From an optimization exercise on the open Yosys and OpenROAD flow, aimed at small area, a short achievable clock period and few clock cycles; shortcuts taken in it are not production practice. RTL that was checked went through simulation tests only; none was proved equivalent to the original. The RTL of runs 1 and 5 was laid out without a check of its function. No activity file was given, so power comes from the tool's default toggle rates.

==> flow/constraint.sdc <==
create_clock -name core_clock -period 18.0 [get_ports {clk}]
set_input_delay 3.6000 -clock core_clock [delete_from_list [all_inputs] [get_ports {clk}]]
set_output_delay 3.6000 -clock core_clock [all_outputs]
set_load 0.01 [all_outputs]
==> flow/config.mk <==
export PLATFORM = sky130hd
export DESIGN_NAME = ALU_standard_calculator_n_bit
export DESIGN_NICKNAME = ALU_standard_calculator_n_bit
export VERILOG_FILES = /design/flow/design.v
export SDC_FILE = /design/flow/constraint.sdc
export NUM_CORES = 4
export LEC_CHECK = 0
export CAP_MARGIN = 20
export CORE_MARGIN = 2
export CORE_UTILIZATION = 40
export SLEW_MARGIN = 20
==> flow/flow/run.sh <==
#!/bin/bash
set -euo pipefail
bash standard.sh "BUFFER_PORTS_ARGS=-buffer_cell sky130_fd_sc_hd__buf_1" \
  SETUP_SLACK_MARGIN=10.5 TNS_END_PERCENT=10 finish > standard_flow.log 2>&1
==> flow/design.v <==
module ALU_standard_calculator_n_bit #(parameter n = 32)(
    input clk,
    input rst,
    input [2:0] op,
    input signed [n-1:0] a,
    input signed [n-1:0] b,
    output signed [2*n-1:0] result,
    output reg valid_result
);
    localparam W = 40;                
    reg [31:0] H, L;                  
    reg        hs;                    
    reg [31:0] A;                     
    reg        busy;                  
    reg        mmul;                  
    reg        bc;                    
    reg        sq;                    
    reg        dz;                    
    reg        dfirst;                
    reg        dneg;                  
    reg [4:0]  cnt;
    reg [5:0]  lenA, lenB;            
    assign result = {H | {32{hs}}, L};
    wire op_sub = (op == 3'b001);
    wire op_mul = (op == 3'b010);
    wire op_div = (op == 3'b011);
    wire op_and = (op == 3'b100);
    wire op_not = (op == 3'b111);
    wire op_log = op[2];
    wire sa = a[31];
    wire sb = b[31];
    wire [31:0] xa = a ^ {32{sa}};
    wire [31:0] xb = b ^ {32{sb}};
    wire [31:0] x1 = a ^ {32{op_div & sa}};
    wire [31:0] y1 = op[2] ? b | {32{op[1] & op[0]}} : (b ^ {32{op[0]}}) & {32{~op[1]}};
    wire        c1 = op_sub | (op_div & sa);
    wire [31:0] pg = x1 ^ y1;
    wire [31:0] gg = x1 & y1;
    wire [31:0] lg = (pg & {32{~op_and}}) | (gg & {32{~op[1]}});
    function [31:0] smear;
        input [31:0] x;
        reg [31:0] v;
        begin
            v = x;
            v = v | {1'b0, v[31:1]};
            v = v | {2'b0, v[31:2]};
            v = v | {4'b0, v[31:4]};
            v = v | {8'b0, v[31:8]};
            v = v | {16'b0, v[31:16]};
            smear = v;
        end
    endfunction
    function [5:0] smlen;
        input [31:0] m;
        reg [31:0] h;
        reg [4:0] k;
        integer i;
        begin
            h = m & ~{1'b0, m[31:1]};
            k = 5'd0;
            for (i = 0; i < 32; i = i + 1)
                k = k | (h[i] ? i[4:0] : 5'd0);
            smlen = m[0] ? {1'b0, k} + 6'd1 : 6'd0;
        end
    endfunction
    wire [31:0] smA = smear(xa);
    wire [31:0] smB = smear(xb);
    wire [31:0] smA1 = sa ? {smA[30:0], 1'b1} : smA;    
    wire early = |(smB & ~smA1);                        
    wire [6:0] mq = {1'b0, lenA} - {1'b0, lenB} + 7'd1;
    wire [7:0] mone;
    assign mone[0] = (mq == 1);
    assign mone[1] = (mq == 2);
    assign mone[2] = (mq == 3);
    assign mone[3] = (mq == 4);
    assign mone[4] = (mq == 5) || (mq == 6);
    assign mone[5] = (mq >= 7) && (mq <= 9);
    assign mone[6] = (mq >= 10) && (mq <= 12);
    assign mone[7] = (mq >= 13);
    wire [4:0] dcnt = {mone[7], mone[5] | mone[6] | mone[7], mone[4] | mone[7],      
                       mone[2] | mone[3] | mone[6] | mone[7],
                       mone[1] | mone[3] | mone[4] | mone[6] | mone[7]};
    wire [7:0] msel = mone;
    wire dlast = dfirst ? mone[0] : (cnt == 0);         
    wire [31:0] rinit = msel[0] ? {1'b0,  L[31:1]} :
                        msel[1] ? {2'b0,  L[31:2]} :
                        msel[2] ? {3'b0,  L[31:3]} :
                        msel[3] ? {4'b0,  L[31:4]} :
                        msel[4] ? {6'b0,  L[31:6]} :
                        msel[5] ? {9'b0,  L[31:9]} :
                        msel[6] ? {12'b0, L[31:12]} : 32'b0;
    wire dbit = |(msel & {L[31], L[11], L[8], L[5], L[3], L[2], L[1], L[0]});
    wire [31:0] mask = {{20{msel[7]}}, {3{msel[7] | msel[6]}}, {3{|msel[7:5]}},
                        {2{|msel[7:4]}}, |msel[7:3], |msel[7:2], |msel[7:1], 1'b1};
    wire [31:0] rsrc = dfirst ? rinit : H;             
    wire        rneg_ = rsrc[31];                        
    wire dstep = ~mmul & ~dneg;
    wire [8:0] mb = {L[7:0], bc};
    reg  [3:0] rone, rtwo, rneg;
    integer j;
    always @(*) begin
        for (j = 0; j < 4; j = j + 1) begin
            rone[j] = mmul & (mb[2*j+1] ^ mb[2*j]);
            rtwo[j] = mmul & ((mb[2*j+2] & ~mb[2*j+1] & ~mb[2*j]) | (~mb[2*j+2] & mb[2*j+1] & mb[2*j]));
            rneg[j] = mmul & mb[2*j+2] & ~(mb[2*j+1] & mb[2*j]);
        end
        rone[0] = rone[0] | dstep;
        rneg[0] = rneg[0] | (dstep & (~A[31] ^ rneg_));
    end
    function [33:0] bpp;              
        input one, two, neg;
        input [31:0] m;
        begin
            bpp = (one ? {m[31], m[31], m} : two ? {m[31], m, 1'b0} : 34'b0) ^ {34{neg}};
        end
    endfunction
    wire [33:0] pp0 = bpp(rone[0], rtwo[0], rneg[0], A);
    wire [33:0] pp1 = bpp(rone[1], rtwo[1], rneg[1], A);
    wire [33:0] pp2 = bpp(rone[2], rtwo[2], rneg[2], A);
    wire [33:0] pp3 = bpp(rone[3], rtwo[3], rneg[3], A);
    wire n3 = rneg[3];
    wire [33:0] hrow = dstep ? {~rsrc[31], rsrc, dbit} : {~H[31], H[31], H};
    wire [W-1:0] hr = {6'b0, hrow};
    wire [W-1:0] r0 = {6'b010101, ~pp0[33], pp0[32:0]};
    wire [W-1:0] r1 = {4'b0, ~pp1[33], pp1[32:0], n3, rneg[0]};
    wire [W-1:0] r2 = {2'b0, ~pp2[33], pp2[32:0], n3, rneg[1], n3, n3};
    wire [W-1:0] r3 = {~pp3[33], pp3[32:0], n3, rneg[2], n3, n3, n3, n3};
    wire [W-1:0] s1 = r1 ^ r2 ^ r3;
    wire [W-1:0] k1 = {((r1 & r2) | (r1 & r3) | (r2 & r3)), n3};
    wire [W-1:0] s2 = s1 ^ k1 ^ r0;
    wire [W-1:0] k2 = {((s1 & k1) | (s1 & r0) | (k1 & r0)), n3};
    wire [W-1:0] s3 = s2 ^ k2 ^ hr;
    wire [W-1:0] k3 = {((s2 & k2) | (s2 & hr) | (k2 & hr)), n3};
    wire [W-1:0] ax = busy ? s3 : {{8{x1[31] & ~op_div}}, x1};
    wire [W-1:0] ay = busy ? k3 : {{8{y1[31]}}, y1};
    wire         ac = busy ? (n3 | dneg) : c1;
    wire [W:0] sum1 = {ax, ac} + {ay, ac};              
    wire [W-1:0] sum = sum1[W:1];
    wire ge = ~sum[31];                                 
    wire [31:0] qn = {L[30:0], ge} & mask;              
    always @(posedge clk) begin
        A <= b;
        if (!busy) begin
            mmul <= op_mul;
            bc <= 1'b0;
            sq <= sa ^ sb;
            dz <= (b == 0);
            dfirst <= 1'b1;
            lenA <= smlen(smA1);
            lenB <= smlen(smB);
            cnt <= 5'd3;
            H <= 32'b0;
            hs <= op_log ? lg[31] : sum[32] & ~op[1];
            L <= op_log ? lg : sum[31:0] & {32{~(op_div & early)}};
        end else if (!valid_result) begin
            if (mmul) begin
                H <= sum[W-1:8];
                L <= {sum[7:0], L[31:8]};
                bc <= L[7];
                cnt <= cnt - 5'd1;
            end else if (dneg) begin
                H <= 32'b0;
                hs <= sum[31];
                L <= sum[31:0];
            end else begin
                dfirst <= 1'b0;
                H <= dlast ? (sq ? ~qn : 32'b0) : sum[31:0];
                L <= qn;
                cnt <= (dfirst ? dcnt : cnt) - 5'd1;
            end
        end
    end
    always @(posedge clk or posedge rst) begin
        if (rst) begin
            busy <= 1'b0;
            valid_result <= 1'b0;
            dneg <= 1'b0;
        end else begin
            busy <= 1'b1;
            if (!busy) begin
                valid_result <= !(op_mul || (op_div && !early));
            end else if (!valid_result) begin
                if (mmul) begin
                    if (cnt == 0) valid_result <= 1'b1;
                end else if (dneg) begin
                    valid_result <= 1'b1;
                end else if (dlast && !dz) begin
                    if (sq) dneg <= 1'b1;
                    else valid_result <= 1'b1;
                end
            end
        end
    end
endmodule
==> flow/standard.sh <==
#!/bin/bash
# synth_recipe.tcl (not shown) runs the flow's synth.tcl, then flattens the netlist and writes it again
# the make line also repeats each setting of config.mk as NAME=value (left out here)
make -C /OpenROAD-flow-scripts/flow DESIGN_CONFIG=/design/flow/config.mk WORK_HOME=/design/flow/orfs CLKGATE_MAP_FILE= SYNTH_SCRIPT=/design/flow/synth_recipe.tcl "${@:-finish}"
==> impl_metrics.prom, run 1 <==
# TYPE chip_impl_metric gauge
chip_impl_metric{name="final_min_period_over_clock_period",unit="%"} 41.4
chip_impl_metric{name="synth_cell_types",unit=""} 96
chip_impl_metric{name="coreArea",unit="sq um"} 52600
chip_impl_metric{name="power_density",unit="nW/um^2"} 146
chip_impl_metric{name="setup.reg_to_reg.worst_slack",unit="ns"} 10.63
chip_impl_metric{name="layout-drive-gt1-share",unit="%"} 14.5
chip_impl_info{name="rr_startpoint",value="lenB[1]"} 1
chip_impl_info{name="hold_crit_class",value="flop to flop"} 1
chip_impl_metric{name="syn-instance-count",unit=""} 2805
chip_impl_metric{name="worstPathMaxFanout",unit=""} 11
chip_impl_metric{name="maximum_number_of_pins_on_one_net_before_global_route_repair",unit=""} 66
chip_impl_metric{name="clock_sink_count",unit=""} 122
chip_impl_metric{name="globalRouteMet2Util",unit="%"} 54.0
chip_impl_metric{name="critical_path_buf_inv_count",unit=""} 4
chip_impl_metric{name="synth_enable_flop_cells",unit=""} 48
chip_impl_metric{name="drc",unit=""} 0
chip_impl_info{name="min_to",value="cnt[1]"} 1
chip_impl_info{name="yosys.area.top_type",value="sky130_fd_sc_hd__fa_1"} 1
chip_impl_metric{name="final.min_clock_period",unit="ns"} 7.46
chip_impl_info{name="category_of_the_worst_setup_path_capture_point",value="flop"} 1
chip_impl_metric{name="final_nets",unit=""} 3038
chip_impl_metric{name="initial_core_utilization",unit="%"} 40.5
chip_impl_metric{name="path_clk_slew",unit="ns"} 0.06
chip_impl_info{name="clock_tree_from_tritoncts",value="yes"} 1
chip_impl_info{name="most_frequent_cp_cell",value="sky130_fd_sc_hd__a21oi_2"} 1
chip_impl_metric{name="routed_wire_length_per_instance",unit="um"} 29.2
chip_impl_info{name="netlist_top_cells_area",value="sky130_fd_sc_hd__fa_1 (9.2%), sky130_fd_sc_hd__edfxtp_1 (6.8%), sky130_fd_sc_hd__dfxtp_1 (6.7%), sky130_fd_sc_hd__ha_1 (6.1%), sky130_fd_sc_hd__a21oi_1 (5.7%)"} 1
chip_impl_metric{name="grt_antenna_before_repair",unit=""} 3
chip_impl_info{name="setup.worst_path.start_class",value="input port"} 1
chip_impl_metric{name="row_count",unit=""} 84
chip_impl_metric{name="postCtsHoldBufs",unit=""} 0
chip_impl_metric{name="synth_fp_nets",unit=""} 3076
chip_impl_info{name="crit_family",value="compound AO/OA/AOI/OAI gates"} 1
chip_impl_metric{name="synth_top_area_share",unit="%"} 9.23
chip_impl_metric{name="fin_setup_tns",unit="ns"} 0
chip_impl_metric{name="place_area",unit="sq um"} 21900
chip_impl_info{name="root_buffer",value="sky130_fd_sc_hd__clkbuf_16"} 1
chip_impl_metric{name="die_height",unit="um"} 235
chip_impl_metric{name="ff2ff_path_depth",unit=""} 25
chip_impl_metric{name="ioPinCount",unit=""} 134
chip_impl_metric{name="synthesis.area_per_instance",unit="sq um"} 7.58
chip_impl_metric{name="leakage_power",unit="uW"} 0.00912
chip_impl_metric{name="ys_seq_elements",unit=""} 122
chip_impl_metric{name="clock-skew-final",unit="ns"} 0.0131
chip_impl_info{name="timing.critical_path.cells",value="buf_2 -> buf_12 -> clkinvlp_4 -> nor2_4 -> nor2b_4 -> buf_4 -> o22a_1 -> mux2_2 -> ha_1 -> a21oi_2 -> o211ai_1 -> a21oi_2 -> or3_1 -> a21boi_2 -> o31a_1 -> a41oi_2 -> xnor2_2 -> a221oi_1 -> a21oi_2"} 1
chip_impl_info{name="dominantRegCellSynth",value="sky130_fd_sc_hd__dfxtp_1"} 1
chip_impl_metric{name="syn_to_final_growth",unit="%"} 12.9
chip_impl_metric{name="vdd.ir_drop.worst",unit="mV"} 0.0721
chip_impl_info{name="yosys.cell_count.top_type",value="sky130_fd_sc_hd__clkbuf_1"} 1
chip_impl_metric{name="worst_path_largest_cell_delay",unit="ns"} 0.45
chip_impl_info{name="netlist_top_cells_count",value="sky130_fd_sc_hd__clkbuf_1 (245), sky130_fd_sc_hd__a21oi_1 (244), sky130_fd_sc_hd__nand2_1 (235)"} 1
chip_impl_metric{name="place.detailed.hpwl",unit="um"} 73600
chip_impl_metric{name="globalRouteTotalUtil",unit="%"} 35.4
chip_impl_metric{name="cts_max_path_buffers",unit=""} 2
chip_impl_info{name="worstSetupPathType",value="input port to flop"} 1
chip_impl_metric{name="die_width",unit="um"} 235
chip_impl_info{name="regToRegEndpoint",value="L[25]"} 1
chip_impl_metric{name="met1_usage",unit="%"} 48.4
chip_impl_metric{name="ant_nets",unit=""} 0
chip_impl_metric{name="tightest_slew",unit="ns"} 1.06
chip_impl_metric{name="hold_viol",unit=""} 0
chip_impl_metric{name="drt_pass1_iterations",unit=""} 6
chip_impl_metric{name="number_of_levels_in_the_clock_h_tree",unit=""} 4
chip_impl_metric{name="finalInstanceArea",unit="sq um"} 24000
chip_impl_metric{name="drt-vias-per-instance",unit=""} 6.85
chip_impl_info{name="gr-max-usage-layer",value="met2"} 1
chip_impl_metric{name="arrival",unit="ns"} 7.64
chip_impl_info{name="worstHoldStart",value="cnt[1]"} 1
chip_impl_metric{name="cts_made_buffers",unit=""} 17
chip_impl_metric{name="timing_max_transition_violations_final",unit=""} 0
chip_impl_metric{name="setup_viol",unit=""} 0
chip_impl_info{name="run_status",value="complete, no violations"} 1
chip_impl_metric{name="slew_headroom",unit="%"} 29.2
chip_impl_metric{name="overflow",unit=""} 0
chip_impl_metric{name="max_clock_freq",unit="MHz"} 134
chip_impl_metric{name="worst_ep_required_time",unit="ns"} 18.19
chip_impl_metric{name="globalRouteMet3Util",unit="%"} 5.72
chip_impl_info{name="cp_slowest_cell",value="sky130_fd_sc_hd__or3_1"} 1
chip_impl_metric{name="worstHoldPathCells",unit=""} 2
chip_impl_info{name="rsz0062_at_grt",value="yes"} 1
chip_impl_metric{name="route.final.wire_length",unit="um"} 101000
chip_impl_metric{name="maxCapViolations",unit=""} 0
chip_impl_metric{name="sequential_element_share_of_the_synthesized_area",unit="%"} 13.8
chip_impl_metric{name="grt_pass1_vias",unit=""} 21900
chip_impl_metric{name="port_buffers",unit=""} 133
chip_impl_metric{name="clock_latency",unit="ns"} 0.46
chip_impl_metric{name="synthesis.yosys.warnings",unit=""} 1
chip_impl_metric{name="gp_congestion",unit=""} 0.998
chip_impl_metric{name="num_vias",unit=""} 23800
chip_impl_metric{name="postSynth.asyncResetShare",unit="%"} 2.46
chip_impl_metric{name="die-area",unit="sq um"} 55000
chip_impl_metric{name="grt_pass1_wl",unit="um"} 146000
chip_impl_metric{name="detailedRoute.firstIterationViolations",unit=""} 3107
chip_impl_metric{name="mappedNetlistArea",unit="sq um"} 21300
## worst max-delay path by stage
stage	to	from	cells after the start
6_report	L[25]	op[2]	19
3_3_place_gp	H[0]	op[2]	19
4_1_cts	hs	op[2]	19
3_5_place_dp	H[29]	op[2]	19
2_1_floorplan	hs	a[31]	22
5_1_grt	L[31]	a[31]	14
## flip-flops by register name (all words and copies together) (netlist names), 5 cells and up
| register | count |
|---|---|
| lenB | 6 |
| L | 32 |
| A | 32 |
| cnt | 5 |
| H | 32 |
| lenA | 6 |
## cell type report
type,instances,area (sq um)
clock inverter,10,91.3
inverter,107,413
sequential,122,2940
fill,5275,28500
timing repair buffer,231,1490
tap,688,861
multi-input combinational,2288,17700
clock buffer,22,465
antenna,3,7.51
## report_power, final
group	total, uW	switching (uW)	internal [uW]
sequential	567	203	364
clock	340	142	198
combinational	2600	1660	944
## metal layers
layer | vias to the layer above | routed length [um]
li1 | 10300 | -
met3 | 320 | 11000
met4 | 4 | 5410
met2 | 1691 | 44200
met1 | 11400 | 40700
met5 | - | 20
## cells in the final DEF, fill, tap and decap left out, types with 21 or more instances in the layout
cell	synthesis	layout
sky130_fd_sc_hd__nand2_1	235	232
sky130_fd_sc_hd__a21oi_1	244	215
sky130_fd_sc_hd__nor2_1	197	193
sky130_fd_sc_hd__buf_1	37	128
sky130_fd_sc_hd__xnor2_1	136	121
sky130_fd_sc_hd__a22oi_1	115	114
sky130_fd_sc_hd__inv_1	102	100
sky130_fd_sc_hd__o21ai_0	110	99
sky130_fd_sc_hd__fa_1	98	97
sky130_fd_sc_hd__ha_1	104	87
sky130_fd_sc_hd__xor2_1	79	77
sky130_fd_sc_hd__buf_4	0	77
sky130_fd_sc_hd__dfxtp_1	71	70
sky130_fd_sc_hd__a221oi_1	74	65
sky130_fd_sc_hd__nand3_1	67	63
sky130_fd_sc_hd__a21o_1	56	55
sky130_fd_sc_hd__and3_1	55	51
sky130_fd_sc_hd__edfxtp_1	48	48
sky130_fd_sc_hd__a21oi_2	24	46
sky130_fd_sc_hd__nor3_1	46	43
sky130_fd_sc_hd__or2_2	43	43
sky130_fd_sc_hd__o22ai_1	38	38
sky130_fd_sc_hd__o22a_1	35	35
sky130_fd_sc_hd__a221o_1	33	33
sky130_fd_sc_hd__mux2_2	25	25
sky130_fd_sc_hd__nand4_1	24	24
sky130_fd_sc_hd__nor2b_1	28	23
sky130_fd_sc_hd__o221ai_1	23	22
sky130_fd_sc_hd__and2_1	22	21
sky130_fd_sc_hd__nor4_1	22	21
sky130_fd_sc_hd__mux2i_1	21	21
sky130_fd_sc_hd__clkbuf_16	0	21
## cell families after synthesis
family	count (synthesis)	synth area share [%]
AOI/OAI and AO/OA	976	32.6
and+or+nand+nor	840	19.7
buffers and inverters	402	7.29
xor gates and xnor gates	215	8.86
adders and majority gates	202	15.3
DFF	122	13.8
muxes	46	2.31
other	2	0.0353
## what timing repair did
item	CTS	global route
resized for setup	70	122
pin swaps	5	29
buffers inserted	21	25
gates cloned	6	5
setup endpoints to repair	70	64
## stage by stage
stage / power (uW) / cells / hold WS (ns) / setup slack (ns) / util [%]
detailed placement: 2840 / 3379 / 0.513 / 8.57 / 41.7
finish: 3510 / 3471 / 0.524 / 10.54 / 45.7
floorplan: 2020 / 2805 / 0.466 / 10.50 / -
global route: 3670 / 3468 / 0.548 / 10.42 / 45.7
CTS: 3250 / 3438 / 0.523 / 10.42 / 44.0
global placement: 2820 / 3379 / 0.513 / 8.60 / 41.7
## worst register-to-register path: cells and delay by family, from the launching register on
family | cells | cell delay (ns)
compound gates | 12 | 2.67
simple gates | 5 | 1.64
fa+ha+maj | 4 | 1.47
buf+inv | 2 | 0.42
flops | 1 | 0.37
mux | 1 | 0.28
xor+xnor | 1 | 0.23
==> run 2, diff against run 1 <==
--- a/flow/design.v
+++ b/flow/design.v
@@ -20,6 +20,7 @@
     reg        dneg;                  
     reg [4:0]  cnt;
     reg [5:0]  lenA, lenB;            
+    reg [7:0]  mlast;
     assign result = {H | {32{hs}}, L};
     wire op_sub = (op == 3'b001);
     wire op_mul = (op == 3'b010);
@@ -80,7 +81,7 @@
     wire [4:0] dcnt = {mone[7], mone[5] | mone[6] | mone[7], mone[4] | mone[7],      
                        mone[2] | mone[3] | mone[6] | mone[7],
                        mone[1] | mone[3] | mone[4] | mone[6] | mone[7]};
-    wire [7:0] msel = mone;
+    wire [7:0] msel = dfirst ? mone : mlast;
     wire dlast = dfirst ? mone[0] : (cnt == 0);         
     wire [31:0] rinit = msel[0] ? {1'b0,  L[31:1]} :
                         msel[1] ? {2'b0,  L[31:2]} :
@@ -164,6 +165,7 @@
                 L <= sum[31:0];
             end else begin
                 dfirst <= 1'b0;
+                mlast <= mone;
                 H <= dlast ? (sq ? ~qn : 32'b0) : sum[31:0];
                 L <= qn;
                 cnt <= (dfirst ? dcnt : cnt) - 5'd1;
==> impl_metrics.prom, run 2 <==
# TYPE chip_impl_metric gauge
chip_impl_info{name="run_status",value="complete, no violations"} 1
chip_impl_info{name="dominantRegCellSynth",value="sky130_fd_sc_hd__dfxtp_1"} 1
chip_impl_metric{name="synth_cell_types",unit=""} 93
chip_impl_metric{name="row_count",unit=""} 83
chip_impl_metric{name="routed_wire_length_per_instance",unit="um"} 26.9
chip_impl_info{name="rsz0062_at_grt",value="yes"} 1
chip_impl_metric{name="met1_usage",unit="%"} 46.2
chip_impl_info{name="gr-max-usage-layer",value="met2"} 1
chip_impl_info{name="worstSetupPathType",value="input port to flop"} 1
chip_impl_metric{name="path_clk_slew",unit="ns"} 0.07
chip_impl_metric{name="clock_latency",unit="ns"} 0.49
chip_impl_metric{name="num_vias",unit=""} 22700
chip_impl_metric{name="max_clock_freq",unit="MHz"} 136
chip_impl_metric{name="placed_cells",unit=""} 3335
chip_impl_metric{name="final_min_period_over_clock_period",unit="%"} 40.8
chip_impl_metric{name="sequential_element_share_of_the_synthesized_area",unit="%"} 15.1
chip_impl_metric{name="ys_seq_elements",unit=""} 130
chip_impl_metric{name="postSynth.asyncResetShare",unit="%"} 2.31
chip_impl_metric{name="timing_max_transition_violations_final",unit=""} 0
chip_impl_metric{name="drt_pass1_iterations",unit=""} 6
chip_impl_metric{name="final_nets",unit=""} 2978
chip_impl_metric{name="ant_nets",unit=""} 0
chip_impl_metric{name="power_density",unit="nW/um^2"} 166
chip_impl_metric{name="die_width",unit="um"} 233
chip_impl_metric{name="finish.cell_count_without_fillers",unit=""} 3401
chip_impl_metric{name="drc",unit=""} 0
chip_impl_metric{name="hold_viol",unit=""} 0
chip_impl_metric{name="mappedNetlistArea",unit="sq um"} 21000
chip_impl_metric{name="finalPower",unit="uW"} 3920
chip_impl_metric{name="tightest_slew",unit="ns"} 1.03
chip_impl_metric{name="syn_to_final_growth",unit="%"} 12.3
chip_impl_metric{name="detailedRoute.firstIterationViolations",unit=""} 2587
chip_impl_metric{name="globalRouteTotalUtil",unit="%"} 33.0
chip_impl_metric{name="synth_enable_flop_cells",unit=""} 56
chip_impl_metric{name="layout-drive-gt1-share",unit="%"} 11.7
chip_impl_info{name="yosys.cell_count.top_type",value="sky130_fd_sc_hd__clkbuf_1"} 1
chip_impl_metric{name="synthesis.yosys.warnings",unit=""} 1
chip_impl_metric{name="worstPathMaxFanout",unit=""} 32
chip_impl_info{name="mostFrequentLayoutCells",value="sky130_fd_sc_hd__a21oi_1 (219), sky130_fd_sc_hd__nand2_1 (215), sky130_fd_sc_hd__o21ai_0 (173)"} 1
chip_impl_metric{name="overflow",unit=""} 0
chip_impl_metric{name="leakage_power",unit="uW"} 0.00885
chip_impl_info{name="yosys.area.top_type",value="sky130_fd_sc_hd__fa_1"} 1
chip_impl_metric{name="arrival",unit="ns"} 7.58
chip_impl_metric{name="setup_viol",unit=""} 0
chip_impl_metric{name="clock_sink_count",unit=""} 130
chip_impl_metric{name="grt_antenna_before_repair",unit=""} 2
chip_impl_metric{name="gp_congestion",unit=""} 0.953
chip_impl_metric{name="grt_pass1_vias",unit=""} 20800
chip_impl_metric{name="drt-vias-per-instance",unit=""} 6.66
chip_impl_info{name="netlist_top_cells_area",value="sky130_fd_sc_hd__fa_1 (9.3%), sky130_fd_sc_hd__edfxtp_1 (8.0%), sky130_fd_sc_hd__dfxtp_1 (6.8%), sky130_fd_sc_hd__ha_1 (6.2%), sky130_fd_sc_hd__xnor2_1 (5.7%)"} 1
chip_impl_metric{name="synth_fp_nets",unit=""} 3025
chip_impl_info{name="clock_tree_from_tritoncts",value="yes"} 1
chip_impl_metric{name="worst_ep_required_time",unit="ns"} 18.23
chip_impl_metric{name="globalRouteMet2Util",unit="%"} 47.6
chip_impl_metric{name="cts_made_buffers",unit=""} 17
chip_impl_info{name="final_common_cell",value="sky130_fd_sc_hd__a21oi_1"} 1
chip_impl_metric{name="final.min_clock_period",unit="ns"} 7.35
chip_impl_metric{name="die-area",unit="sq um"} 54400
chip_impl_info{name="setup.worst_path.start_class",value="input port"} 1
chip_impl_metric{name="place.detailed.hpwl",unit="um"} 67800
chip_impl_metric{name="synthesis.area_per_instance",unit="sq um"} 7.63
chip_impl_metric{name="route.final.wire_length",unit="um"} 91400
chip_impl_metric{name="worst_hold_margin",unit="ns"} 0.535
chip_impl_metric{name="synth_top_area_share",unit="%"} 9.34
chip_impl_metric{name="syn-instance-count",unit=""} 2754
chip_impl_info{name="category_of_the_worst_setup_path_capture_point",value="flop"} 1
chip_impl_metric{name="clock-skew-final",unit="ns"} 0.0141
chip_impl_metric{name="grt_pass1_wl",unit="um"} 136000
chip_impl_metric{name="slew_headroom",unit="%"} 31.4
chip_impl_info{name="hold_crit_class",value="flop to flop"} 1
chip_impl_metric{name="ioPinCount",unit=""} 134
chip_impl_metric{name="number_of_levels_in_the_clock_h_tree",unit=""} 4
chip_impl_metric{name="globalRouteMet3Util",unit="%"} 7.64
chip_impl_metric{name="fin_setup_tns",unit="ns"} 0
chip_impl_metric{name="maxCapViolations",unit=""} 0
chip_impl_metric{name="initial_core_utilization",unit="%"} 40.7
chip_impl_info{name="netlist_top_cells_count",value="sky130_fd_sc_hd__clkbuf_1 (242), sky130_fd_sc_hd__a21oi_1 (227), sky130_fd_sc_hd__nand2_1 (217)"} 1
chip_impl_info{name="biggestRegsByFlops",value="A (32), H (32), L (32)"} 1
chip_impl_metric{name="port_buffers",unit=""} 133
chip_impl_metric{name="coreArea",unit="sq um"} 51600
chip_impl_metric{name="cts_max_path_buffers",unit=""} 2
chip_impl_info{name="root_buffer",value="sky130_fd_sc_hd__clkbuf_16"} 1
chip_impl_metric{name="die_height",unit="um"} 233
chip_impl_metric{name="maximum_number_of_pins_on_one_net_before_global_route_repair",unit=""} 73
chip_impl_metric{name="vdd.ir_drop.worst",unit="mV"} 0.104
==> run 2: what timing repair did <==
action | in CTS | in global routing
hold buffers | 0 | 0
setup endpoints to repair | 66 | 62
hold endpoints to repair | 0 | 0
pin swaps | 8 | 25
buffers inserted | 8 | 20
cloned | 3 | 2
resized for setup | 68 | 85
==> run 2: cells by family after synthesis <==
family / after synthesis / synth area share, %
muxes: 40 / 2.07
other: 2 / 0.0358
adders and majority gates: 202 / 15.5
AOI/OAI and AO/OA: 981 / 31.9
DFF: 130 / 15.1
buffers and inverters: 382 / 6.96
and+or+nand+nor: 796 / 19.1
xor gates and xnor gates: 221 / 9.21
==> run 2: metal layers <==
metal | vias up | wire length (um)
met3 | 246 | 10400
met1 | 10900 | 38600
met5 | - | 13
li1 | 10100 | -
met2 | 1448 | 37700
met4 | 2 | 4680
==> run 2: layout make-up <==
cell class	instances	area [sq um]
Tap cell	680	851
Clock inverter	14	161
Antenna cell	1	2.50
Inverter	97	372
Timing Repair Buffer	217	1320
Multi-Input combinational cell	2244	17300
Fill cell	5142	28000
Clock buffer	18	429
Sequential cell	130	3180
==> run 2: stage by stage <==
stage	utilization (%)	setup WS (ns)	area, sq um
floorplan	-	10.49	21300
global placement	42.4	9.18	21900
detailed placement	42.4	9.12	21900
CTS	44.4	10.40	22900
global route	45.7	10.47	23600
finish	45.7	10.65	23600
==> run 2: worst max-delay path, stage by stage <==
cell and delay, ns:
sky130_fd_sc_hd__buf_2 0.16, sky130_fd_sc_hd__buf_12 0.14, sky130_fd_sc_hd__inv_1 0.10, sky130_fd_sc_hd__nor2_4 0.16, sky130_fd_sc_hd__buf_12 0.12, sky130_fd_sc_hd__nor2b_2 0.03, sky130_fd_sc_hd__buf_6 0.19, sky130_fd_sc_hd__o22a_4 0.28
sky130_fd_sc_hd__mux2_2 0.31, sky130_fd_sc_hd__fa_2 0.42, sky130_fd_sc_hd__a211oi_4 0.31, sky130_fd_sc_hd__o21bai_4 0.14, sky130_fd_sc_hd__o211a_1 0.28, sky130_fd_sc_hd__a21oi_4 0.22, sky130_fd_sc_hd__o41a_1 0.22, sky130_fd_sc_hd__o21bai_1 0.08
sky130_fd_sc_hd__a21o_1 0.24, sky130_fd_sc_hd__xnor2_4 0.25, sky130_fd_sc_hd__o2111a_1 0.23, sky130_fd_sc_hd__o32ai_2 0.08
==> run 2: where the power goes <==
group          switching [uW]  internal, uW
Combinational            1750          1150
Sequential                246           407
Clock                     159           217
==> run 2: final timing paths <==
check	from	end	slack [ns]	cells past startpoint
max	op[2]	L[23]	10.65	20
min	cnt[2]	cnt[2]	0.53	2
max reg2reg	lenB[1]	L[0]	10.69	27
min reg2reg	cnt[2]	cnt[2]	0.53	2
max in group asynchronous	rst	busy	14.87	2
min in group asynchronous	rst	busy	2.96	2
Testbench counts of run 2, summed over its fixed seeds: cycles 13,608.
==> run 3, diff against run 2 <==
==> flow/flow/run.sh (replaced) <==
#!/bin/bash
set -euo pipefail
bash standard.sh "BUFFER_PORTS_ARGS=-buffer_cell sky130_fd_sc_hd__buf_1" \
  SETUP_SLACK_MARGIN=10.5 TNS_END_PERCENT=0 finish > standard_flow.log 2>&1
==> impl_metrics.prom, run 3 <==
# TYPE chip_impl_metric gauge
chip_impl_metric{name="sequential_element_share_of_the_synthesized_area",unit="%"} 15.1
chip_impl_metric{name="port_buffers",unit=""} 133
chip_impl_metric{name="die-area",unit="sq um"} 54400
chip_impl_metric{name="ant_nets",unit=""} 0
chip_impl_info{name="yosys.cell_count.top_type",value="sky130_fd_sc_hd__clkbuf_1"} 1
chip_impl_info{name="yosys.area.top_type",value="sky130_fd_sc_hd__fa_1"} 1
chip_impl_metric{name="number_of_levels_in_the_clock_h_tree",unit=""} 4
chip_impl_metric{name="synth_cell_types",unit=""} 93
chip_impl_metric{name="worst_ep_required_time",unit="ns"} 18.23
chip_impl_metric{name="num_vias",unit=""} 22600
chip_impl_metric{name="worst_path_largest_cell_delay",unit="ns"} 0.42
chip_impl_metric{name="cts_made_buffers",unit=""} 17
chip_impl_info{name="cp_slowest_cell",value="sky130_fd_sc_hd__ha_1"} 1
chip_impl_metric{name="initial_core_utilization",unit="%"} 40.7
chip_impl_info{name="worstSetupPathType",value="input port to flop"} 1
chip_impl_metric{name="ioPinCount",unit=""} 134
chip_impl_metric{name="tightest_slew",unit="ns"} 1.04
chip_impl_metric{name="arrival",unit="ns"} 7.71
chip_impl_metric{name="routed_wire_length_per_instance",unit="um"} 27.0
chip_impl_metric{name="drt-vias-per-instance",unit=""} 6.68
chip_impl_metric{name="final_nets",unit=""} 2968
chip_impl_info{name="dominantRegCellSynth",value="sky130_fd_sc_hd__dfxtp_1"} 1
chip_impl_metric{name="route.final.wire_length",unit="um"} 91400
chip_impl_metric{name="die_height",unit="um"} 233
chip_impl_metric{name="max_clock_freq",unit="MHz"} 134
chip_impl_metric{name="finalPower",unit="uW"} 3930
chip_impl_info{name="netlist_top_cells_area",value="sky130_fd_sc_hd__fa_1 (9.3%), sky130_fd_sc_hd__edfxtp_1 (8.0%), sky130_fd_sc_hd__dfxtp_1 (6.8%), sky130_fd_sc_hd__ha_1 (6.2%), sky130_fd_sc_hd__xnor2_1 (5.7%)"} 1
chip_impl_metric{name="globalRouteTotalUtil",unit="%"} 33.0
chip_impl_info{name="rsz0062_at_grt",value="yes"} 1
chip_impl_metric{name="fillerInstances",unit=""} 5142
chip_impl_metric{name="maxCapViolations",unit=""} 0
chip_impl_metric{name="overflow",unit=""} 0
chip_impl_metric{name="path_clk_slew",unit="ns"} 0.06
chip_impl_metric{name="drt_pass1_iterations",unit=""} 9
chip_impl_metric{name="synth_top_area_share",unit="%"} 9.34
chip_impl_metric{name="critical_path_buf_inv_count",unit=""} 5
chip_impl_metric{name="detailedRoute.firstIterationViolations",unit=""} 2688
chip_impl_metric{name="die_width",unit="um"} 233
chip_impl_metric{name="synth_fp_nets",unit=""} 3025
chip_impl_metric{name="vdd.ir_drop.worst",unit="mV"} 0.105
chip_impl_info{name="clock_tree_from_tritoncts",value="yes"} 1
chip_impl_metric{name="postCtsHoldBufs",unit=""} 0
chip_impl_metric{name="place.detailed.hpwl",unit="um"} 67800
chip_impl_metric{name="grt_pass1_vias",unit=""} 20800
chip_impl_info{name="root_buffer",value="sky130_fd_sc_hd__clkbuf_16"} 1
chip_impl_metric{name="placed_cells",unit=""} 3335
chip_impl_metric{name="drc",unit=""} 0
chip_impl_metric{name="synth_enable_flop_cells",unit=""} 56
chip_impl_metric{name="syn-instance-count",unit=""} 2754
chip_impl_metric{name="maximum_number_of_pins_on_one_net_before_global_route_repair",unit=""} 73
chip_impl_metric{name="clock-skew-final",unit="ns"} 0.0136
chip_impl_metric{name="ys_seq_elements",unit=""} 130
chip_impl_metric{name="gp_congestion",unit=""} 0.953
chip_impl_metric{name="postSynth.asyncResetShare",unit="%"} 2.31
chip_impl_info{name="setup.worst_path.start_class",value="input port"} 1
chip_impl_metric{name="hold_viol",unit=""} 0
chip_impl_info{name="most_frequent_cp_cell",value="sky130_fd_sc_hd__buf_12"} 1
chip_impl_metric{name="synthesis.area_per_instance",unit="sq um"} 7.63
chip_impl_metric{name="slew_headroom",unit="%"} 30.7
chip_impl_metric{name="final_min_period_over_clock_period",unit="%"} 41.5
chip_impl_metric{name="coreArea",unit="sq um"} 51600
chip_impl_info{name="crit_family",value="compound AO/OA/AOI/OAI gates"} 1
chip_impl_metric{name="grt_antenna_before_repair",unit=""} 2
chip_impl_metric{name="leakage_power",unit="uW"} 0.00880
chip_impl_metric{name="pre_cts_ws",unit="ns"} 9.12
chip_impl_info{name="hold_crit_class",value="flop to flop"} 1
chip_impl_metric{name="fin_setup_tns",unit="ns"} 0
chip_impl_metric{name="clock_latency",unit="ns"} 0.49
chip_impl_info{name="category_of_the_worst_setup_path_capture_point",value="flop"} 1
chip_impl_metric{name="worstPathMaxFanout",unit=""} 32
chip_impl_metric{name="setup_viol",unit=""} 0
chip_impl_metric{name="synthesis.yosys.warnings",unit=""} 1
chip_impl_metric{name="layout.core_utilization",unit="%"} 45.5
chip_impl_metric{name="layout-drive-gt1-share",unit="%"} 11.1
chip_impl_info{name="run_status",value="complete, no violations"} 1
chip_impl_info{name="netlist_top_cells_count",value="sky130_fd_sc_hd__clkbuf_1 (242), sky130_fd_sc_hd__a21oi_1 (227), sky130_fd_sc_hd__nand2_1 (217)"} 1
chip_impl_metric{name="grt_pass1_wl",unit="um"} 136000
chip_impl_info{name="final_common_cell",value="sky130_fd_sc_hd__a21oi_1"} 1
chip_impl_metric{name="final.setup.worst_slack",unit="ns"} 10.52
chip_impl_info{name="timing.critical_path.cells",value="buf_2 -> buf_12 -> inv_1 -> nor2_4 -> buf_12 -> nor2b_2 -> buf_6 -> o22a_1 -> mux2_2 -> ha_1 -> a211oi_4 -> o21bai_4 -> o211a_1 -> a21oi_4 -> o41a_1 -> o21bai_1 -> a21o_1 -> xnor2_4 -> o2111a_1 -> o32ai_2"} 1
chip_impl_metric{name="final.min_clock_period",unit="ns"} 7.48
chip_impl_metric{name="clock_sink_count",unit=""} 130
chip_impl_metric{name="timing_max_transition_violations_final",unit=""} 0
chip_impl_info{name="mostFrequentLayoutCells",value="sky130_fd_sc_hd__a21oi_1 (221), sky130_fd_sc_hd__nand2_1 (215), sky130_fd_sc_hd__o21ai_0 (174)"} 1
chip_impl_metric{name="mappedNetlistArea",unit="sq um"} 21000
chip_impl_metric{name="power_density",unit="nW/um^2"} 167
chip_impl_info{name="biggestRegsByFlops",value="A (32), H (32), L (32)"} 1
chip_impl_metric{name="cts_max_path_buffers",unit=""} 2
chip_impl_metric{name="finish.cell_count_without_fillers",unit=""} 3391
chip_impl_metric{name="syn_to_final_growth",unit="%"} 11.8
chip_impl_metric{name="row_count",unit=""} 83
## run 3: cell counts after synthesis
Identical to the previous run, type by type.
## run 3: path summary, 6_finish.rpt
kind | startpoint | end | slack (ns) | cells after the start
worst min-delay path | cnt[1] | cnt[1] | 0.53 | 2
max in group asynchronous | rst | busy | 14.90 | 2
worst max register to register | lenB[1] | L[0] | 10.70 | 27
min in group asynchronous | rst | busy | 2.95 | 2
worst min register to register | cnt[1] | cnt[1] | 0.53 | 2
worst max-delay path | op[2] | L[23] | 10.52 | 20
## run 3: final cells by class
type / count / area (sq um) / area share, %
Inverter: 97 / 372 / 1.58
Multi-Input combinational cell: 2244 / 17300 / 73.5
Timing Repair Buffer: 207 / 1230 / 5.25
Clock inverter: 14 / 161 / 0.687
Sequential cell: 130 / 3180 / 13.6
Tap cell: 680 / 851 / 3.62
Clock buffer: 18 / 429 / 1.83
Antenna cell: 1 / 2.50 / 0.0107
## run 3: report_power, final
part	internal, uW	switching, uW	total (uW)
Combinational	1140	1760	2900
Sequential	407	247	653
Clock	217	159	375
## run 3: worst reg2reg max path, cell delays in order, from the launching register on
cell,delay [ns]
sky130_fd_sc_hd__edfxtp_1,0.37
sky130_fd_sc_hd__ha_1,0.28
sky130_fd_sc_hd__inv_1,0.04
sky130_fd_sc_hd__ha_1,0.20
sky130_fd_sc_hd__fa_1,0.49
sky130_fd_sc_hd__a21o_1,0.21
sky130_fd_sc_hd__a21oi_2,0.18
sky130_fd_sc_hd__xnor2_2,0.18
sky130_fd_sc_hd__nor3_4,0.11
sky130_fd_sc_hd__buf_4,0.18
sky130_fd_sc_hd__nand3_1,0.11
sky130_fd_sc_hd__buf_8,0.21
sky130_fd_sc_hd__clkinvlp_4,0.14
sky130_fd_sc_hd__mux2_4,0.39
sky130_fd_sc_hd__o311ai_1,0.36
sky130_fd_sc_hd__o211ai_1,0.39
sky130_fd_sc_hd__fa_1,0.62
sky130_fd_sc_hd__a21oi_1,0.10
sky130_fd_sc_hd__ha_4,0.42
sky130_fd_sc_hd__nand3_2,0.11
sky130_fd_sc_hd__nor4_2,0.32
sky130_fd_sc_hd__or4b_4,0.53
sky130_fd_sc_hd__a41oi_4,0.25
sky130_fd_sc_hd__a31oi_4,0.21
sky130_fd_sc_hd__xnor2_4,0.25
sky130_fd_sc_hd__a31o_2,0.19
sky130_fd_sc_hd__nand2b_1,0.10
sky130_fd_sc_hd__o22ai_1,0.08
## run 3: metrics by stage
stage          area (sq um)  hold WS [ns]
4_1_cts               22900         0.533
3_3_place_gp          21900         0.512
6_report              23500         0.533
2_1_floorplan         21300         0.462
3_5_place_dp          21900         0.511
5_1_grt               23500         0.547
## run 3: layer usage
metal  up-vias  GRT usage [%]  part of all wire, %
met5         -              0                0.014
met4         2           15.0                  5.1
met3       248           7.82                   11
met2      1449           47.7                   41
met1     10900           46.2                   42
li1      10000              -                    -
## run 3: repair_timing
item                       in CTS  in global routing
gates cloned                    3                  2
pin swaps                       6                 19
setup endpoints to repair      66                 65
setup buffers                   5                 13
resized for setup              64                 84
## run 3: cell families after synthesis
group,synth area share (%)
compound gates,31.9
fa+ha+maj,15.5
simple gates,19.1
buf+inv,6.96
flops,15.1
mux,2.07
xor+xnor,9.21
other cells,0.0358
==> run 4, diff against run 3 <==
==> flow/flow/run.sh (replaced) <==
#!/bin/bash
set -euo pipefail
bash standard.sh "BUFFER_PORTS_ARGS=-buffer_cell sky130_fd_sc_hd__buf_1" \
  SETUP_SLACK_MARGIN=11 TNS_END_PERCENT=10 finish > standard_flow.log 2>&1
==> impl_metrics.prom, run 4 <==
# TYPE chip_impl_metric gauge
chip_impl_metric{name="synth_enable_flop_cells",unit=""} 56
chip_impl_metric{name="finalPower",unit="uW"} 4160
chip_impl_metric{name="vdd.ir_drop.worst",unit="mV"} 0.104
chip_impl_metric{name="syn_to_final_growth",unit="%"} 18.1
chip_impl_metric{name="drt_pass1_iterations",unit=""} 9
chip_impl_info{name="setup.worst_path.start_class",value="input port"} 1
chip_impl_metric{name="num_antenna_cells",unit=""} 0
chip_impl_metric{name="slew_headroom",unit="%"} 34.7
chip_impl_metric{name="worstPathMaxFanout",unit=""} 32
chip_impl_metric{name="arrival",unit="ns"} 7.27
chip_impl_metric{name="postCtsHoldBufs",unit=""} 0
chip_impl_info{name="timing.critical_path.cells",value="clkbuf_16 -> clkinvlp_4 -> nor2_4 -> buf_12 -> nor2b_2 -> buf_8 -> o22a_1 -> mux2_2 -> ha_4 -> nand3_4 -> nor4_4 -> or4b_4 -> a41oi_4 -> a31oi_4 -> buf_6 -> xnor2_4 -> a31o_4 -> nand2b_4 -> o22ai_2"} 1
chip_impl_info{name="worstHoldStart",value="cnt[2]"} 1
chip_impl_metric{name="pre_cts_ws",unit="ns"} 9.11
chip_impl_metric{name="path_clk_slew",unit="ns"} 0.07
chip_impl_metric{name="grt_antenna_before_repair",unit=""} 2
chip_impl_metric{name="final_nets",unit=""} 3037
chip_impl_metric{name="number_of_levels_in_the_clock_h_tree",unit=""} 4
chip_impl_metric{name="mappedNetlistArea",unit="sq um"} 21000
chip_impl_metric{name="internal_power",unit="uW"} 1900
chip_impl_metric{name="worst_hold_margin",unit="ns"} 0.535
chip_impl_metric{name="num_vias",unit=""} 23400
chip_impl_metric{name="hold_viol",unit=""} 0
chip_impl_metric{name="layout-drive-gt1-share",unit="%"} 16.8
chip_impl_info{name="rsz0062_at_grt",value="yes"} 1
chip_impl_metric{name="clock_latency",unit="ns"} 0.50
chip_impl_metric{name="syn-instance-count",unit=""} 2754
chip_impl_metric{name="power.clock.fraction",unit="%"} 8.8
chip_impl_info{name="hold_crit_class",value="flop to flop"} 1
chip_impl_info{name="worstSetupPathType",value="input port to flop"} 1
chip_impl_metric{name="clock-skew-final",unit="ns"} 0.0184
chip_impl_metric{name="ant_nets",unit=""} 0
chip_impl_metric{name="power_frac_seq",unit="%"} 15.9
chip_impl_info{name="root_buffer",value="sky130_fd_sc_hd__clkbuf_16"} 1
chip_impl_metric{name="globalRouteTotalUtil",unit="%"} 34.0
chip_impl_info{name="final_common_cell",value="sky130_fd_sc_hd__nand2_1"} 1
chip_impl_metric{name="cts_made_buffers",unit=""} 17
chip_impl_info{name="netlist_top_cells_area",value="sky130_fd_sc_hd__fa_1 (9.3%), sky130_fd_sc_hd__edfxtp_1 (8.0%), sky130_fd_sc_hd__dfxtp_1 (6.8%), sky130_fd_sc_hd__ha_1 (6.2%), sky130_fd_sc_hd__xnor2_1 (5.7%)"} 1
chip_impl_metric{name="synthesis.yosys.warnings",unit=""} 1
chip_impl_metric{name="comb_power_share",unit="%"} 75.3
chip_impl_info{name="min_to",value="cnt[2]"} 1
chip_impl_metric{name="die_width",unit="um"} 233
chip_impl_metric{name="switching_power",unit="uW"} 2260
chip_impl_info{name="yosys.cell_count.top_type",value="sky130_fd_sc_hd__clkbuf_1"} 1
chip_impl_info{name="regToRegEndpoint",value="L[0]"} 1
chip_impl_metric{name="maxCapViolations",unit=""} 0
chip_impl_info{name="dominantRegCellSynth",value="sky130_fd_sc_hd__dfxtp_1"} 1
chip_impl_metric{name="route.final.wire_length",unit="um"} 95900
chip_impl_metric{name="switching_share",unit="%"} 54.3
chip_impl_metric{name="timing_max_transition_violations_final",unit=""} 0
chip_impl_metric{name="place.detailed.hpwl",unit="um"} 68000
chip_impl_metric{name="layout.core_utilization",unit="%"} 48.1
chip_impl_metric{name="clock_sink_count",unit=""} 130
chip_impl_metric{name="postSynth.asyncResetShare",unit="%"} 2.31
chip_impl_metric{name="power_density",unit="nW/um^2"} 168
chip_impl_metric{name="grt_pass1_vias",unit=""} 21300
chip_impl_metric{name="ioPinCount",unit=""} 134
chip_impl_metric{name="row_count",unit=""} 83
chip_impl_metric{name="setup.reg_to_reg.worst_slack",unit="ns"} 11.02
chip_impl_metric{name="fin_setup_tns",unit="ns"} 0
chip_impl_metric{name="routed_wire_length_per_instance",unit="um"} 27.7
chip_impl_metric{name="final_min_period_over_clock_period",unit="%"} 39.2
chip_impl_metric{name="synth_cell_types",unit=""} 93
chip_impl_info{name="run_status",value="complete, no violations"} 1
chip_impl_metric{name="max_clock_freq",unit="MHz"} 142
chip_impl_metric{name="coreArea",unit="sq um"} 51600
chip_impl_metric{name="initial_core_utilization",unit="%"} 40.7
chip_impl_metric{name="leakage_power",unit="uW"} 0.00931
chip_impl_metric{name="drc",unit=""} 0
chip_impl_metric{name="drt-vias-per-instance",unit=""} 6.77
chip_impl_metric{name="gp_congestion",unit=""} 0.983
chip_impl_metric{name="final.setup.worst_slack",unit="ns"} 10.94
chip_impl_metric{name="die_height",unit="um"} 233
chip_impl_info{name="clock_tree_from_tritoncts",value="yes"} 1
chip_impl_metric{name="tightest_slew",unit="ns"} 0.979
chip_impl_metric{name="worstHoldPathCells",unit=""} 2
chip_impl_info{name="category_of_the_worst_setup_path_capture_point",value="flop"} 1
chip_impl_metric{name="worst_path_largest_cell_delay",unit="ns"} 0.51
chip_impl_info{name="rr_startpoint",value="lenB[1]"} 1
chip_impl_metric{name="overflow",unit=""} 0
chip_impl_info{name="yosys.area.top_type",value="sky130_fd_sc_hd__fa_1"} 1
chip_impl_metric{name="port_buffers",unit=""} 133
chip_impl_info{name="biggestRegsByFlops",value="A (32), H (32), L (32)"} 1
chip_impl_info{name="mostFrequentLayoutCells",value="sky130_fd_sc_hd__nand2_1 (213), sky130_fd_sc_hd__a21oi_1 (200), sky130_fd_sc_hd__o21ai_0 (168)"} 1
chip_impl_metric{name="die-area",unit="sq um"} 54400
chip_impl_metric{name="ys_seq_elements",unit=""} 130
chip_impl_info{name="cp_slowest_cell",value="sky130_fd_sc_hd__or4b_4"} 1
chip_impl_metric{name="synth_fp_nets",unit=""} 3025
chip_impl_metric{name="cts_max_path_buffers",unit=""} 2
chip_impl_metric{name="synthesis.area_per_instance",unit="sq um"} 7.63
chip_impl_metric{name="worst_ep_required_time",unit="ns"} 18.21
chip_impl_metric{name="synth_top_area_share",unit="%"} 9.34
chip_impl_metric{name="grt_pass1_wl",unit="um"} 139000
chip_impl_info{name="netlist_top_cells_count",value="sky130_fd_sc_hd__clkbuf_1 (242), sky130_fd_sc_hd__a21oi_1 (227), sky130_fd_sc_hd__nand2_1 (217)"} 1
chip_impl_metric{name="sequential_element_share_of_the_synthesized_area",unit="%"} 15.1
chip_impl_metric{name="ff2ff_path_depth",unit=""} 30
chip_impl_metric{name="setup_viol",unit=""} 0
chip_impl_metric{name="detailedRoute.firstIterationViolations",unit=""} 3342
chip_impl_metric{name="final.min_clock_period",unit="ns"} 7.06
chip_impl_metric{name="maximum_number_of_pins_on_one_net_before_global_route_repair",unit=""} 70
## run 4: worst max path at each step
stage / from / to / depth (start not counted)
global route: lenB[1] / L[0] / 30
detailed placement: op[2] / L[25] / 19
finish: op[2] / L[0] / 19
CTS: op[2] / L[0] / 18
global placement: op[2] / L[23] / 19
floorplan: a[31] / L[0] / 23
## run 4: routing by layer
| layer | up-vias | global-route usage (%) | part of all wire [%] |
|---|---|---|---|
| met3 | 307 | 8.29 | 12 |
| li1 | 10200 | - | - |
| met1 | 11200 | 47.0 | 41 |
| met4 | 2 | 16.3 | 5.5 |
| met2 | 1674 | 49.1 | 42 |
| met5 | - | 0 | 0.011 |
## run 4: per-stage QoR
stage          instance area (sq um)  cells
2_1_floorplan                  21400   2754
3_5_place_dp                   21900   3337
3_3_place_gp                   21900   3337
6_report                       24800   3459
4_1_cts                        23600   3401
5_1_grt                        24800   3459
## run 4: final cells by class
type                       instances  area (sq um)
fill                            5064         26800
multi-input combinational       2246         17900
sequential                       130          3180
timing repair buffer             274          1930
tap                              680           851
clock buffer                      20           437
inverter                          97           382
clock inverter                    12           135
## run 4: worst max-delay path: cells and delay by family
kind | cells | cell delay, ns
AOI/OAI and AO/OA | 5 | 0.90
xor gates and xnor gates | 1 | 0.19
adders and majority gates | 1 | 0.33
and+or+nand+nor | 6 | 1.14
buffers and inverters | 5 | 0.76
muxes | 1 | 0.31
## run 4: cell families after synthesis
group	after synthesis	share of synthesized area [%]
AO/OA/AOI/OAI	981	31.9
buffers and inverters	382	6.96
multiplexers	40	2.07
AND/OR/NAND/NOR	796	19.1
flip-flops	130	15.1
XOR/XNOR	221	9.21
other	2	0.0358
adder cells (fa/ha/maj)	202	15.5
## run 4: repair_timing
| action | in CTS | in global routing |
|---|---|---|
| gates resized for setup | 146 | 141 |
| endpoints found under the setup margin | 75 | 69 |
| gates cloned | 10 | 7 |
| endpoints found under the hold margin | 0 | 0 |
| setup buffers | 22 | 51 |
| pin swaps | 41 | 77 |
## run 4: power groups by stage
stage / logic, uW / clock network (uW) / registers [uW]
2_1_floorplan: 1870 / 0 / 472
3_3_place_gp: 2540 / 0 / 630
3_5_place_dp: 2550 / 0 / 633
4_1_cts: 2770 / 371 / 633
5_1_grt: 3330 / 380 / 655
6_report: 3130 / 367 / 660
==> run 5, diff against run 4 <==
--- a/flow/design.v
+++ b/flow/design.v
@@ -20,7 +20,6 @@
     reg        dneg;                  
     reg [4:0]  cnt;
     reg [5:0]  lenA, lenB;            
-    reg [7:0]  mlast;
     assign result = {H | {32{hs}}, L};
     wire op_sub = (op == 3'b001);
     wire op_mul = (op == 3'b010);
@@ -81,7 +80,7 @@
     wire [4:0] dcnt = {mone[7], mone[5] | mone[6] | mone[7], mone[4] | mone[7],      
                        mone[2] | mone[3] | mone[6] | mone[7],
                        mone[1] | mone[3] | mone[4] | mone[6] | mone[7]};
-    wire [7:0] msel = dfirst ? mone : mlast;
+    wire [7:0] msel = mone;
     wire dlast = dfirst ? mone[0] : (cnt == 0);         
     wire [31:0] rinit = msel[0] ? {1'b0,  L[31:1]} :
                         msel[1] ? {2'b0,  L[31:2]} :
@@ -132,10 +131,9 @@
     wire [W-1:0] k2 = {((s1 & k1) | (s1 & r0) | (k1 & r0)), n3};
     wire [W-1:0] s3 = s2 ^ k2 ^ hr;
     wire [W-1:0] k3 = {((s2 & k2) | (s2 & hr) | (k2 & hr)), n3};
-    wire [W-1:0] ax = busy ? s3 : {{8{x1[31] & ~op_div}}, x1};
-    wire [W-1:0] ay = busy ? k3 : {{8{y1[31]}}, y1};
-    wire         ac = busy ? (n3 | dneg) : c1;
-    wire [W:0] sum1 = {ax, ac} + {ay, ac};              
+    wire [33:0] f1 = {x1[31] & ~op_div, x1, c1} + {y1[31], y1, c1};    
+    wire [32:0] fsum = f1[33:1];
+    wire [W:0] sum1 = {s3, n3 | dneg} + {k3, n3 | dneg};
     wire [W-1:0] sum = sum1[W:1];
     wire ge = ~sum[31];                                 
     wire [31:0] qn = {L[30:0], ge} & mask;              
@@ -151,8 +149,8 @@
             lenB <= smlen(smB);
             cnt <= 5'd3;
             H <= 32'b0;
-            hs <= op_log ? lg[31] : sum[32] & ~op[1];
-            L <= op_log ? lg : sum[31:0] & {32{~(op_div & early)}};
+            hs <= op_log ? lg[31] : fsum[32] & ~op[1];
+            L <= op_log ? lg : fsum[31:0] & {32{~(op_div & early)}};
         end else if (!valid_result) begin
             if (mmul) begin
                 H <= sum[W-1:8];
@@ -165,7 +163,6 @@
                 L <= sum[31:0];
             end else begin
                 dfirst <= 1'b0;
-                mlast <= mone;
                 H <= dlast ? (sq ? ~qn : 32'b0) : sum[31:0];
                 L <= qn;
                 cnt <= (dfirst ? dcnt : cnt) - 5'd1;
==> flow/flow/run.sh (replaced) <==
#!/bin/bash
set -euo pipefail
bash standard.sh "BUFFER_PORTS_ARGS=-buffer_cell sky130_fd_sc_hd__buf_1" \
  SETUP_SLACK_MARGIN=10.5 TNS_END_PERCENT=10 finish > standard_flow.log 2>&1
==> impl_metrics.prom, run 5 <==
# TYPE chip_impl_metric gauge
chip_impl_info{name="rsz0062_at_grt",value="yes"} 1
chip_impl_metric{name="path_clk_slew",unit="ns"} 0.07
chip_impl_metric{name="grt_antenna_before_repair",unit=""} 3
chip_impl_info{name="timing.critical_path.cells",value="buf_1 -> nand3_1 -> o22ai_2 -> nand4_1 -> nor3_1 -> a21oi_1 -> a32o_1 -> nor3_1 -> inv_1 -> ha_1 -> nand3b_1 -> xnor2_1 -> nor2_1"} 1
chip_impl_metric{name="slew_headroom",unit="%"} 16.0
chip_impl_metric{name="power_frac_seq",unit="%"} 13.8
chip_impl_metric{name="synthesis.yosys.warnings",unit=""} 1
chip_impl_metric{name="leakage_power",unit="uW"} 0.00906
chip_impl_metric{name="number_of_levels_in_the_clock_h_tree",unit=""} 4
chip_impl_metric{name="die_height",unit="um"} 235
chip_impl_metric{name="dr_wl_met3",unit="um"} 9240
chip_impl_metric{name="syn-instance-count",unit=""} 2876
chip_impl_metric{name="die_width",unit="um"} 235
chip_impl_metric{name="postSynth.asyncResetShare",unit="%"} 2.46
chip_impl_metric{name="grt_pass1_vias",unit=""} 21800
chip_impl_metric{name="place_area",unit="sq um"} 22200
chip_impl_info{name="rr_startpoint",value="lenB[1]"} 1
chip_impl_info{name="mostFrequentLayoutCells",value="sky130_fd_sc_hd__a21oi_1 (257), sky130_fd_sc_hd__nand2_1 (219), sky130_fd_sc_hd__inv_1 (190)"} 1
chip_impl_metric{name="fin_setup_tns",unit="ns"} 0
chip_impl_metric{name="synth_fp_nets",unit=""} 3147
chip_impl_metric{name="route.final.wire_length",unit="um"} 96900
chip_impl_metric{name="hold_viol",unit=""} 0
chip_impl_metric{name="cts_made_buffers",unit=""} 17
chip_impl_metric{name="internal_power",unit="uW"} 1530
chip_impl_info{name="clock_tree_from_tritoncts",value="yes"} 1
chip_impl_metric{name="gp_congestion",unit=""} 1.00
chip_impl_metric{name="vdd.ir_drop.worst",unit="mV"} 0.151
chip_impl_metric{name="final.min_clock_period",unit="ns"} 7.52
chip_impl_metric{name="drt-met1-wl",unit="um"} 38500
chip_impl_metric{name="power_density",unit="nW/um^2"} 157
chip_impl_info{name="setup.worst_path.start_class",value="input port"} 1
chip_impl_metric{name="clock_latency",unit="ns"} 0.45
chip_impl_metric{name="num_vias",unit=""} 23300
chip_impl_info{name="hold_crit_class",value="flop to flop"} 1
chip_impl_metric{name="final_min_period_over_clock_period",unit="%"} 41.8
chip_impl_info{name="biggestRegsByFlops",value="A (32), H (32), L (32)"} 1
chip_impl_metric{name="arrival",unit="ns"} 7.72
chip_impl_metric{name="row_count",unit=""} 84
chip_impl_metric{name="detailedRoute.firstIterationViolations",unit=""} 2899
chip_impl_metric{name="globalRouteTotalUtil",unit="%"} 33.4
chip_impl_metric{name="synth_top_area_share",unit="%"} 9.35
chip_impl_metric{name="tightest_slew",unit="ns"} 1.26
chip_impl_metric{name="comb_power_share",unit="%"} 77.0
chip_impl_metric{name="grt_pass1_wl",unit="um"} 142000
chip_impl_metric{name="drt-vias-per-instance",unit=""} 6.61
chip_impl_metric{name="final_nets",unit=""} 3096
chip_impl_metric{name="cts_max_path_buffers",unit=""} 2
chip_impl_metric{name="place.detailed.hpwl",unit="um"} 72200
chip_impl_metric{name="sequential_element_share_of_the_synthesized_area",unit="%"} 13.7
chip_impl_metric{name="worst_ep_required_time",unit="ns"} 18.20
chip_impl_metric{name="ant_nets",unit=""} 0
chip_impl_info{name="dominantRegCellSynth",value="sky130_fd_sc_hd__dfxtp_1"} 1
chip_impl_metric{name="switching_power",unit="uW"} 2150
chip_impl_info{name="yosys.cell_count.top_type",value="sky130_fd_sc_hd__a21oi_1"} 1
chip_impl_metric{name="syn_to_final_growth",unit="%"} 9.54
chip_impl_metric{name="coreArea",unit="sq um"} 52800
chip_impl_metric{name="die-area",unit="sq um"} 55400
chip_impl_metric{name="setup_viol",unit=""} 0
chip_impl_metric{name="timing_max_transition_violations_final",unit=""} 0
chip_impl_metric{name="synth_cell_types",unit=""} 104
chip_impl_metric{name="clock_sink_count",unit=""} 122
chip_impl_metric{name="finalInstanceArea",unit="sq um"} 23500
chip_impl_info{name="cp_slowest_cell",value="sky130_fd_sc_hd__nor3_1"} 1
chip_impl_metric{name="worst_path_largest_cell_delay",unit="ns"} 0.60
chip_impl_info{name="routed.top_layer",value="met5"} 1
chip_impl_metric{name="ioPinCount",unit=""} 134
chip_impl_metric{name="mappedNetlistArea",unit="sq um"} 21400
chip_impl_metric{name="synth_enable_flop_cells",unit=""} 48
chip_impl_info{name="run_status",value="complete, no violations"} 1
chip_impl_info{name="final_common_cell",value="sky130_fd_sc_hd__a21oi_1"} 1
chip_impl_metric{name="port_buffers",unit=""} 133
[run 5: worst paths after layout]
| kind | end | slack [ns] | depth (start not counted) |
|---|---|---|---|
| min in group asynchronous | dneg | 3.04 | 2 |
| min | bc | 0.51 | 2 |
| min reg2reg | bc | 0.51 | 2 |
| max | lenA[4] | 10.48 | 13 |
| max in group asynchronous | busy | 14.71 | 2 |
| max reg2reg | L[22] | 10.66 | 26 |
[run 5: area by class of cell]
class                           count  area [sq um]
Clock buffer                       17           425
Fill cell                        5422         29300
Sequential cell                   122          2940
Inverter                          194           734
Tap cell                          688           861
Timing Repair Buffer              203          1130
Clock inverter                     15           141
Multi-Input combinational cell   2287         17200
[run 5: timing repair]
item / in CTS / in global routing
gates resized for setup: 56 / 91
setup buffers: 1 / 14
cloned: 0 / 3
setup endpoints to repair: 58 / 63
pin swaps: 2 / 17
[run 5: cell families (layout without fill, tap and decap cells)]
family	count (synthesis)	in the layout	synth area share [%]
AOI/OAI and AO/OA	1000	1000	32.0
adders and majority gates	202	202	15.3
and+or+nand+nor	820	820	19.6
xor gates and xnor gates	232	232	9.49
buffers and inverters	467	429	8.33
other	2	2	0.0351
DFF	122	122	13.7
muxes	31	31	1.52
[run 5: power groups by stage]
stage / Sequential [uW] / Combinational (uW) / Clock, uW
global route: 505 / 3010 / 353
finish: 506 / 2830 / 340
global placement: 498 / 2590 / 0
CTS: 494 / 2650 / 341
detailed placement: 499 / 2600 / 0
floorplan: 403 / 1750 / 0
[run 5: metrics by stage]
stage          setup WS, ns  hold WS [ns]  utilization (%)  std cells  total power (uW)
2_1_floorplan         10.50         0.437                -       2876              2150
3_3_place_gp           9.30         0.486             42.0       3475              3090
3_5_place_dp           9.34         0.499             42.1       3476              3100
4_1_cts               10.42         0.509             43.4       3509              3480
5_1_grt               10.38         0.542             44.5       3526              3870
6_report              10.48         0.514             44.5       3526              3680
[run 5: worst min-delay path, delay by kind of cell (launching register included)]
family	cells	cell delay [ns]
AND/OR/NAND/NOR	1	0.07
AO/OA/AOI/OAI	1	0.06
flip-flops	1	0.34
[run 5: routing by layer]
layer	GRT usage, %	vias up
li1	-	10400
met1	43.5	11200
met2	50.5	1439
met3	5.90	321
met4	23.0	6
met5	0	-

what the ideal ports hide:
The results above use ideal ports. As a check the final layouts listed here were re-extracted and re-timed, cells and wires unchanged.
Step 1, drivers: a clkbuf_16 drives clk and a buf_2 each remaining input, both assumed.
Step 2 also shifts input and output timing later by t, the mid clock arrival at the registers, as if the neighbouring blocks saw the same clock.
Slacks: no drivers / after step 1 / after step 2; pairs: no drivers / after step 1.
| run | shift t [ns] | setup slack, ns | hold slack, ns |
|---|---|---|---|
| run 1 | 0.504 | 10.542 / 10.549 / 10.045 | 0.524 / 0.524 / 0.524 |
| run 2 | 0.542 | 10.652 / 10.676 / 10.134 | 0.535 / 0.535 / 0.535 |
| run 3 | 0.545 | 10.524 / 10.550 / 10.005 | 0.533 / 0.533 / 0.533 |
| run 4 | 0.545 | 10.944 / 10.852 / 10.307 | 0.535 / 0.535 / 0.535 |
| run 5 | 0.502 | 10.480 / 10.514 / 10.011 | 0.514 / 0.514 / 0.514 |
After both steps every run listed still meets setup and hold. The setup slack of run 4, which loses most, moves by -0.092 ns with the drivers and by -0.637 ns with both steps.
